This is an optimization exercise on Yosys and OpenROAD, whose aim is small area, a short achievable clock period and few clock cycles, not a production implementation.
Where RTL was checked, it was by simulation tests only, not by an equivalence proof against the original.
Power is estimated from default activity; no workload was simulated.

Setup of before:
==> flow/design.v (excerpt) <==
module nlp16af(
    input   logic           i_clk,
    input   logic           i_rst_n,
    output  logic           o_wr,
    output  logic           o_rd,
    input   logic   [15:0]  i_bus,
    output  logic   [15:0]  o_bus,
    output  logic   [15:0]  o_address
);
Size in the first run: about 1,500 cells after synthesis, roughly 290 flip-flops, roughly 52 I/O pins.
==> flow/config.mk <==
export PLATFORM = sky130hd
export DESIGN_NAME = nlp16af
export DESIGN_NICKNAME = nlp16af
export VERILOG_FILES = /design/flow/design.v
export SDC_FILE = /design/flow/constraint.sdc
export NUM_CORES = 8
export LEC_CHECK = 0
export CAP_MARGIN = 60
export CORE_MARGIN = 2
export CORE_UTILIZATION = 40
export CTS_CLUSTER_DIAMETER = 150
export CTS_CLUSTER_SIZE = 30
export SLEW_MARGIN = 60
export SYNTH_HIERARCHICAL = 1
==> flow/constraint.sdc <==
create_clock -name core_clock -period 12.0 [get_ports {i_clk}]
set_input_delay 2.4000 -clock core_clock [delete_from_list [all_inputs] [get_ports {i_clk}]]
set_output_delay 2.4000 -clock core_clock [all_outputs]
set_load 0.01 [all_outputs]
standard.sh (not shown) runs the stock make flow with config.mk's settings and CLKGATE_MAP_FILE= SYNTH_SCRIPT=/design/flow/synth_recipe.tcl, a recipe that flattens the netlist after the stock synthesis.
==> flow/flow/run.sh <==
#!/bin/bash
# Layout flow: the standard flow, with a faster buffer on each port.
set -o pipefail
export BUFFER_PORTS_ARGS="-buffer_cell sky130_fd_sc_hd__buf_4"
bash standard.sh > standard.log 2>&1
before: no failed stages, no open violations at the end
Testbench counts of before, summed over its fixed seeds: cycles 83,608.
#### Input delta (after over before)
Settings: CORE_UTILIZATION now 65, was 40; CTS_CLUSTER_DIAMETER no longer set, was 150; CTS_CLUSTER_SIZE no longer set, was 30.
| hold slack | after vs before | 0.017 ns higher |
after vs before — standby leakage power climbed by a few percent
Summary of after over before: highest cell delay on the worst timing path -0.06 ns; accumulated negative setup slack was more or less identical; worst hold path depth roughly the same; layout-stage area growth over the synthesis result went up by 2.4 points; final wirelength decreased 6.7%.
Die area (lower): after
Relative to before, setup slack after layout increased by 0.035 ns in after.


Another version of the RTL of nlp16af (not shown whole).
For scale: about 1400 cells after synthesis, about 52 I/O pins, about 16000 um2 of cells after synthesis.
==> flow/config.mk <==
export PLATFORM = sky130hd
export DESIGN_NAME = nlp16af
export DESIGN_NICKNAME = nlp16af
export VERILOG_FILES = /design/flow/design.v
export SDC_FILE = /design/flow/constraint.sdc
export NUM_CORES = 8
export LEC_CHECK = 0
export CAP_MARGIN = 50
export CORE_MARGIN = 2
export CORE_UTILIZATION = 40
export CTS_CLUSTER_DIAMETER = 150
export CTS_CLUSTER_SIZE = 25
export SLEW_MARGIN = 50
export SYNTH_HIERARCHICAL = 1
==> flow/constraint.sdc <==
create_clock -name core_clock -period 12.0 [get_ports {i_clk}]
set_input_delay 2.4000 -clock core_clock [delete_from_list [all_inputs] [get_ports {i_clk}]]
set_output_delay 2.4000 -clock core_clock [all_outputs]
set_load 0.01 [all_outputs]
==> flow/flow/run.sh <==
#!/bin/bash
# Layout flow: the standard flow, with a faster buffer on each port and timing repair
# aiming at a 4.5 ns period.
set -o pipefail
export BUFFER_PORTS_ARGS="-buffer_cell sky130_fd_sc_hd__buf_4"
export SETUP_SLACK_MARGIN=7.5
bash standard.sh > standard.log 2>&1
Testbench counts at the start, summed over its fixed seeds: cycles 83,608.
Then changed:
Settings changed: CAP_MARGIN 50 to 40, SLEW_MARGIN 50 to 40.
Outcome: Fmax rose by about 0.37%. Clock-buffer cell count rose by 2. Design area fell by about 0.37%. First-iteration DRC count fell by about 0.6%. Sequential power is about the same.
Then changed:
Settings changed: CAP_MARGIN 40 to 30, SLEW_MARGIN 40 to 30.
Effect: First-iteration DRC count increases by 5.3%. Fmax barely changes. Core utilization hardly moves. Power hardly moves. Routed wire length grows by 0.40%. Global-route usage went up by 0.13 points. Clock-buffer cell count went down by 1. Synthesized area is unchanged. Combinational power barely changes. Setup slack is about the same.
Then changed:
Settings changed: CAP_MARGIN 30 to 40, SLEW_MARGIN 30 to 40, TNS_END_PERCENT set to 0.
- setup slack got worse by 0.0086 ns
- routed wire length falls by 1.6%
- synthesized area does not change
- final area decreases by 0.65%
- utilization went down by 0.29 points
- die area does not change
Then changed:
Settings changed: CTS_CLUSTER_DIAMETER 150 to 60, TNS_END_PERCENT 0 to not set.
After rerunning: Die area does not change; cell count is higher by about 2.2%; clock skew decreases by 0.018 ns; global-route usage increases by 0.33 points.


nlp16af, a different RTL version from the one above (not shown whole).
Size: ~1500 cells after synthesis, ~16000 sq um of cells after synthesis.
clock: 12.0 ns
lec_check: 0
cap_margin: 60
core_margin: 2
core_utilization: 40
slew_margin: 60
synth_hierarchical: 1
==> flow/flow/run.sh <==
#!/bin/bash
# Layout flow: the standard flow, with a faster buffer on each port and timing repair
# aiming at a 4 ns period.
set -o pipefail
export BUFFER_PORTS_ARGS="-buffer_cell sky130_fd_sc_hd__buf_4"
export SETUP_SLACK_MARGIN=8
bash standard.sh > standard.log 2>&1
==> next run, changes <==
==> flow/flow/run.sh (replaced) <==
#!/bin/bash
# Layout flow: the standard flow, with a faster buffer on each port.
set -o pipefail
export BUFFER_PORTS_ARGS="-buffer_cell sky130_fd_sc_hd__buf_4"
bash standard.sh > standard.log 2>&1
Critical path depth stays the same.
Power decreases by 8.2%.
Combinational power fell by 22%.
Via count shrinks by 4.6%.
Routed wire length is lower by 4.4%.
Setup slack got worse by 480 ps.
No functional check of the RTL was part of any run of this note.


rev 12:
nlp16af, a different RTL version from the one above (not shown whole).
Size in the first run: roughly 1,700 cells after synthesis, about 52 I/O pins, roughly 18,000 sq um of cells after synthesis.
==> flow/design.v (excerpt) <==
module nlp16af(
    input   logic           i_clk,
    input   logic           i_rst_n,
    output  logic           o_wr,
    output  logic           o_rd,
    input   logic   [15:0]  i_bus,
    output  logic   [15:0]  o_bus,
    output  logic   [15:0]  o_address
);
    logic           rst;
    assign rst = ~i_rst_n;
    logic   [3:0]   state, nstate;
    logic           xq, nxq;             
    logic           nxt, nnxt;           
    logic           ejd;                 
    logic           cmx, ncmx;           
    logic   [18:0]  sel_a, nsel_a;       
    logic   [3:0]   nfa;                 
    logic   [2:0]   nma;
    logic           nldhz;
    logic   [14:0]  sel_b, nsel_b;       
    logic   [3:0]   nfb;
    logic           nmokb;
    logic           rd_q, nrd;           
    logic           wr_q, nwr;           
    logic           wrc_q, nwrc;         
    logic   [2:0]   asel, nasel;         
  ...
export LEC_CHECK = 0
export CAP_MARGIN = 40
export CORE_MARGIN = 2
export CORE_UTILIZATION = 40
export CTS_CLUSTER_DIAMETER = 150
export CTS_CLUSTER_SIZE = 25
export SLEW_MARGIN = 40
export SYNTH_HIERARCHICAL = 1
create_clock -name core_clock -period 12.0 [get_ports {i_clk}]
==> flow/flow/run.sh <==
#!/bin/bash
# Layout flow: the standard flow, with a faster buffer on each port.
set -o pipefail
export BUFFER_PORTS_ARGS="-buffer_cell sky130_fd_sc_hd__buf_4"
bash standard.sh > standard.log 2>&1
Looking at the reports, rev 12 completed the entire flow and the layout it produced met the timing, DRC and antenna checks.
Here is what was changed in the inputs of rev 13 compared with rev 12.
==> flow/flow/run.sh <==
#!/bin/bash
# Layout flow: the standard flow, with a faster buffer on each port and timing repair
# aiming at a 4.5 ns period.
set -o pipefail
export BUFFER_PORTS_ARGS="-buffer_cell sky130_fd_sc_hd__buf_4"
export SETUP_SLACK_MARGIN=7.5
bash standard.sh > standard.log 2>&1
Notes after the runs:
Delta (rev 13 minus rev 12): delay of the slowest cell on the worst path now sits lower, sum of internal, switching and leakage power up 3.3%, setup slack after layout rose 0.79 ns, buffer share of cell area saw an increase.
In the reports for rev 12 and rev 13, the smaller sequential share of layout area belongs to rev 13.
Taking rev 12 as the reference point, the final critical delay including setup and external delays of rev 13 falls by 0.79 ns.
No functional check of the RTL was part of any run of this note.


run A:
nlp16af, a different RTL version from the one above (not shown whole).
For scale: ~1500 cells after synthesis, roughly 290 flip-flops, ~52 I/O pins, roughly 16000 um2 of cells after synthesis.
## nlp16af
module nlp16af(
    input   logic           i_clk,
    input   logic           i_rst_n,
    output  logic           o_wr,
    output  logic           o_rd,
    input   logic   [15:0]  i_bus,
    output  logic   [15:0]  o_bus,
    output  logic   [15:0]  o_address
);
    logic           rst;
    assign rst = ~i_rst_n;
    logic   [3:0]   state, nstate;
    logic           xq, nxq;             
    logic           nxt, nnxt;           
    logic           mv;                  
    logic           ejd;                 
    logic           cmx, ncmx;           
    logic   [3:0]   nfa, nfb;            
    logic   [14:0]  sel_a, sel_b;        
    logic   [14:0]  nsel_a, nsel_b;
    logic           rd_q, nrd;           
    logic           wr_q, nwr;           
    logic           wrc_q, nwrc;         
    logic   [2:0]   asel, nasel;         
    logic           s_f1, s_f2, s_f3, s_r0, s_xs, s_mls, s_mpp, s_cm, s_wr0;
    assign s_f1  = state == ST_F1;
    assign s_f2  = state == ST_F2;
    assign s_f3  = state == ST_F3;
    assign s_r0  = state == ST_R0;
    assign s_xs  = state == ST_XS;
    assign s_mls = state == ST_MLS;
    assign s_mpp = state == ST_MPP;
    assign s_cm  = state == ST_CM;
  ...
make LEC_CHECK=0 CAP_MARGIN=60 CORE_MARGIN=2 CORE_UTILIZATION=40 SLEW_MARGIN=60 SYNTH_HIERARCHICAL=1 finish   # period 12.0 ns
run.sh (not shown) runs the stock make flow with config.mk's settings and CLKGATE_MAP_FILE= SYNTH_SCRIPT=/design/flow/synth_recipe.tcl, a recipe that flattens the netlist after the stock synthesis.
Stock flow here: none of the scripts above is used.
Testbench counts of run A, summed over its fixed seeds: cycles 83,608.
Input changes introduced in run B (baseline for comparison: run A):
==> flow/flow/run.sh (new file) <==
#!/bin/bash
# Layout flow: the standard flow, with a faster buffer on each port and timing repair
# aiming at a 4.5 ns period.
set -o pipefail
export BUFFER_PORTS_ARGS="-buffer_cell sky130_fd_sc_hd__buf_4"
export SETUP_SLACK_MARGIN=7.5
bash standard.sh > standard.log 2>&1
==> flow/standard.sh (new file) <==
#!/bin/bash
# synth_recipe.tcl (not shown) runs the flow's synth.tcl, then flattens the netlist and writes it again
# the make line also repeats each setting of config.mk as NAME=value (left out here)
make -C /OpenROAD-flow-scripts/flow DESIGN_CONFIG=/design/flow/config.mk WORK_HOME=/design/flow/orfs CLKGATE_MAP_FILE= SYNTH_SCRIPT=/design/flow/synth_recipe.tcl "${@:-finish}"
removed: flow/run.sh
==> results.txt <==
On run B: fraction of area in clock buffers and inverters is 0.81 points higher than what run A gave. Against run A as the reference, run B delivers a lower sequential share of layout area. Per the comparison of run B with run A, core utilization rose by 1.0 points; part of the total power dissipated in combinational logic rose by 0.6 points; clock network fraction of total power rose by 2.0 points; non-clock buffer share of cell area rose by 0.59 points; critical path depth in cells rose by 1. Run B vs run A on first-pass GRT wire length: run B is the higher one. The lower cell area power density came out of run A. Worst-margin pin slew in run B vs run A: down 0.012 ns.
Here is what was changed in the inputs of run C compared with run B.
==> flow/run.sh (new file) <==
#!/bin/bash
# synth_recipe.tcl (not shown) runs the flow's synth.tcl, then flattens the netlist and writes it again
# the make line also repeats each setting of config.mk as NAME=value (left out here)
make -C /OpenROAD-flow-scripts/flow DESIGN_CONFIG=/design/flow/config.mk WORK_HOME=/design/flow/orfs CLKGATE_MAP_FILE= SYNTH_SCRIPT=/design/flow/synth_recipe.tcl finish
-- flow/config.mk --
<<< run B, line 7
export LEC_CHECK = 0
export CAP_MARGIN = 60
export CORE_MARGIN = 2
export CORE_UTILIZATION = 40
export SLEW_MARGIN = 60
export SYNTH_HIERARCHICAL = 1
>>> run C, line 7
export LEC_CHECK = 0
export CAP_MARGIN = 20
export CORE_MARGIN = 2
export CORE_UTILIZATION = 40
export SLEW_MARGIN = 20
export SYNTH_HIERARCHICAL = 1
removed: flow/flow/run.sh
removed: flow/standard.sh
==> results.txt <==
- Ratio of routed vias to standard cells delta for run C relative to run B: 0.056 higher
- Run C vs run B: critical path depth down in run C
- All of run C and run B finish clean.
- Routability congestion estimate ends up lower on run B.
- Of run C and run B, run C shows the lower pre-CTS setup slack, with run B above it.
- On run C: final standard cell count with taps included and fillers excluded is 42 lower than what run B gave.
- Re wire length of the first global-routing pass: run C is 2000 um down on run B.
- Compared with run B, run C shows a lower met1 demand-to-capacity share in global routing.
#### Input delta (run D over run C)
==> flow/flow/run.sh (new file) <==
#!/bin/bash
# Layout flow: the standard flow, with a faster buffer on each port.
set -o pipefail
export BUFFER_PORTS_ARGS="-buffer_cell sky130_fd_sc_hd__buf_4"
bash standard.sh > standard.log 2>&1
==> flow/standard.sh (new file) <==
#!/bin/bash
# synth_recipe.tcl (not shown) runs the flow's synth.tcl, then flattens the netlist and writes it again
# the make line also repeats each setting of config.mk as NAME=value (left out here)
make -C /OpenROAD-flow-scripts/flow DESIGN_CONFIG=/design/flow/config.mk WORK_HOME=/design/flow/orfs CLKGATE_MAP_FILE= SYNTH_SCRIPT=/design/flow/synth_recipe.tcl "${@:-finish}"
-- flow/config.mk --
<<< run C, line 7
export LEC_CHECK = 0
export CAP_MARGIN = 20
export CORE_MARGIN = 2
export CORE_UTILIZATION = 40
export SLEW_MARGIN = 20
export SYNTH_HIERARCHICAL = 1
>>> run D, line 7
export LEC_CHECK = 0
export CAP_MARGIN = 60
export CORE_MARGIN = 2
export CORE_UTILIZATION = 40
export SLEW_MARGIN = 60
export SYNTH_HIERARCHICAL = 1
removed: flow/run.sh
==> comparison <==
Run comparison: run C beginning of the critical path sel_a[13]; run D beginning of the critical path ir1[4]
Comparing run C and run D, the lower power was measured on run C.
[compare] base=run C new=run D: clock share of power increased by 0.3 points relative to the old numbers; clock buffer count in the final layout grew by 12; placed standard-cell area higher; peak supply drop has increased; die footprint now sits at about the same level.
Run C -> run D: area inside the core boundary delta 0, exact match


Setup of job 5810:
nlp16af, a different RTL version from the one above (not shown whole).
For scale: about 1,400 cells after synthesis, roughly 290 flip-flops, about 52 I/O pins.
==> flow/config.mk <==
export PLATFORM = sky130hd
export DESIGN_NAME = nlp16af
export DESIGN_NICKNAME = nlp16af
export VERILOG_FILES = /design/flow/design.v
export SDC_FILE = /design/flow/constraint.sdc
export NUM_CORES = 8
export LEC_CHECK = 0
export CAP_MARGIN = 40
export CORE_MARGIN = 2
export CORE_UTILIZATION = 40
export CTS_CLUSTER_DIAMETER = 150
export CTS_CLUSTER_SIZE = 28
export SLEW_MARGIN = 40
export SYNTH_HIERARCHICAL = 1
==> flow/constraint.sdc <==
create_clock -name core_clock -period 12.0 [get_ports {i_clk}]
set_input_delay 2.4000 -clock core_clock [delete_from_list [all_inputs] [get_ports {i_clk}]]
set_output_delay 2.4000 -clock core_clock [all_outputs]
set_load 0.01 [all_outputs]
standard.sh (not shown) runs the stock make flow with config.mk's settings and CLKGATE_MAP_FILE= SYNTH_SCRIPT=/design/flow/synth_recipe.tcl, a recipe that flattens the netlist after the stock synthesis.
==> flow/flow/run.sh <==
#!/bin/bash
# Layout flow: the standard flow, with a faster buffer on each port and timing repair
# aiming at a 4.6 ns period.
set -o pipefail
export BUFFER_PORTS_ARGS="-buffer_cell sky130_fd_sc_hd__buf_4"
export SETUP_SLACK_MARGIN=7.4
bash standard.sh > standard.log 2>&1
Testbench counts of job 5810, summed over its fixed seeds: cycles 83,608.
Here is what was changed in the inputs of job 9812 compared with job 5810.
- CTS_CLUSTER_SIZE: 28 -> 25
- CAP_MARGIN: 40 -> 60
- SLEW_MARGIN: 40 -> 60
-- flow/flow/run.sh --
<<< job 5810, line 3
# aiming at a 4.6 ns period.
>>> job 9812, line 3
# aiming at a 4.3 ns period.
<<< job 5810, line 6
export SETUP_SLACK_MARGIN=7.4
>>> job 9812, line 6
export SETUP_SLACK_MARGIN=7.7
==> results.txt <==
- Job 9812 did not stop at any stage, and its layout met the timing, DRC and antenna checks.
- Job 5810 completed; timing, DRC and antenna clean
- The via count of the first global-routing pass in job 9812 was higher than what job 5810 gave.
- Design area, job 5810 and job 9812: larger value in job 9812
- When job 9812 is set beside job 5810, its flip-flop and latch share of the layout cell area turns out to be 2.6 points smaller.
- The end of the critical path comes out o_bus[15] in one run and o_bus[8] in the other, namely in job 9812 and job 5810 respectively.
- Between job 5810 and job 9812, the flow reports total power increasing by a little under 10%.
The following lists how job 1458 was set up differently from job 9812:
- SLEW_MARGIN changed from 60 to 40
- CAP_MARGIN changed from 60 to 40
-- flow/flow/run.sh --
<<< job 9812, line 3
# aiming at a 4.3 ns period.
>>> job 1458, line 3
# aiming at a 4.6 ns period.
<<< job 9812, line 6
export SETUP_SLACK_MARGIN=7.7
>>> job 1458, line 6
export SETUP_SLACK_MARGIN=7.4
==> comparison <==
- Delta (job 1458 minus job 9812): slew at the pin closest to its max-slew limit moved up; average wire per cell in the routed design went up by about 1.5%; clock network area share has increased; worst setup slack after placement -0.25 ns; amount of wire on met2 after detailed routing went down by about 4.3%.
- Global-route wire length before repair in job 1458 vs job 9812: down about 3%
- Job 9812 has higher worst setup slack than job 1458.
- Looking at clock share of power, job 1458 sits above job 9812.
- Sequential share of layout area: job 1458 > job 9812

==> afterwards: timing with drivers on the ports <==
How much do the figures lean on ideal ports? The routed layouts below were timed once more, with nothing changed but the port constraints.
Step 1 sets driving cells, clkbuf_16 on the clock port and buf_2 on the other inputs (assumed; they add their load-dependent delay and slew).
Step 2 also shifts input and output timing later by t, the mid clock arrival at the registers, as if the neighbouring blocks saw the same clock.
Slacks: no drivers / after step 1 / after step 2; pairs: no drivers / after step 1.
| run | shift t [ns] | slack for setup (ns) | slew at the worst register clock pin (ns) | cell pins on the clock port's net |
|---|---|---|---|---|
| before | 0.571 | 7.158 / 7.102 / 7.527 | 0.12 / 0.12 | 1 |
| after | 0.614 | 7.194 / 7.144 / 7.333 | 0.07 / 0.07 | 1 |
| the first run of note 2 | 0.581 | 7.443 / 7.382 / 7.585 | 0.11 / 0.11 | 1 |
| the second run of note 2 | 0.579 | 7.460 / 7.402 / 7.602 | 0.11 / 0.11 | 1 |
| the third run of note 2 | 0.579 | 7.458 / 7.395 / 7.448 | 0.11 / 0.11 | 1 |
| the fourth run of note 2 | 0.575 | 7.449 / 7.395 / 7.574 | 0.11 / 0.11 | 1 |
| the fifth run of note 2 | 0.615 | 7.472 / 7.418 / 7.594 | 0.08 / 0.08 | 1 |
| the first run of note 3 | 0.573 | 7.609 / 7.552 / 7.435 | 0.07 / 0.07 | 1 |
| the second run of note 3 | 0.572 | 7.130 / 7.078 / 7.545 | 0.06 / 0.06 | 1 |
| rev 12 | 0.581 | 6.748 / 6.778 / 6.197 | 0.11 / 0.11 | 1 |
| rev 13 | 0.578 | 7.533 / 7.506 / 6.982 | 0.11 / 0.11 | 1 |
| run A | 0.625 | 6.696 / 6.645 / 6.855 | 0.06 / 0.06 | 1 |
| run B | 0.588 | 7.359 / 7.304 / 7.288 | 0.06 / 0.06 | 1 |
| run C | 0.577 | 6.453 / 6.399 / 6.614 | 0.06 / 0.06 | 1 |
| run D | 0.587 | 7.157 / 7.107 / 7.247 | 0.06 / 0.06 | 1 |
| job 5810 | 0.566 | 7.445 / 7.397 / 7.126 | 0.12 / 0.12 | 1 |
| job 9812 | 0.555 | 7.437 / 7.383 / 7.401 | 0.11 / 0.11 | 1 |
| job 1458 | 0.562 | 7.425 / 7.373 / 7.176 | 0.10 / 0.10 | 1 |
After both steps every run listed still meets setup and hold.
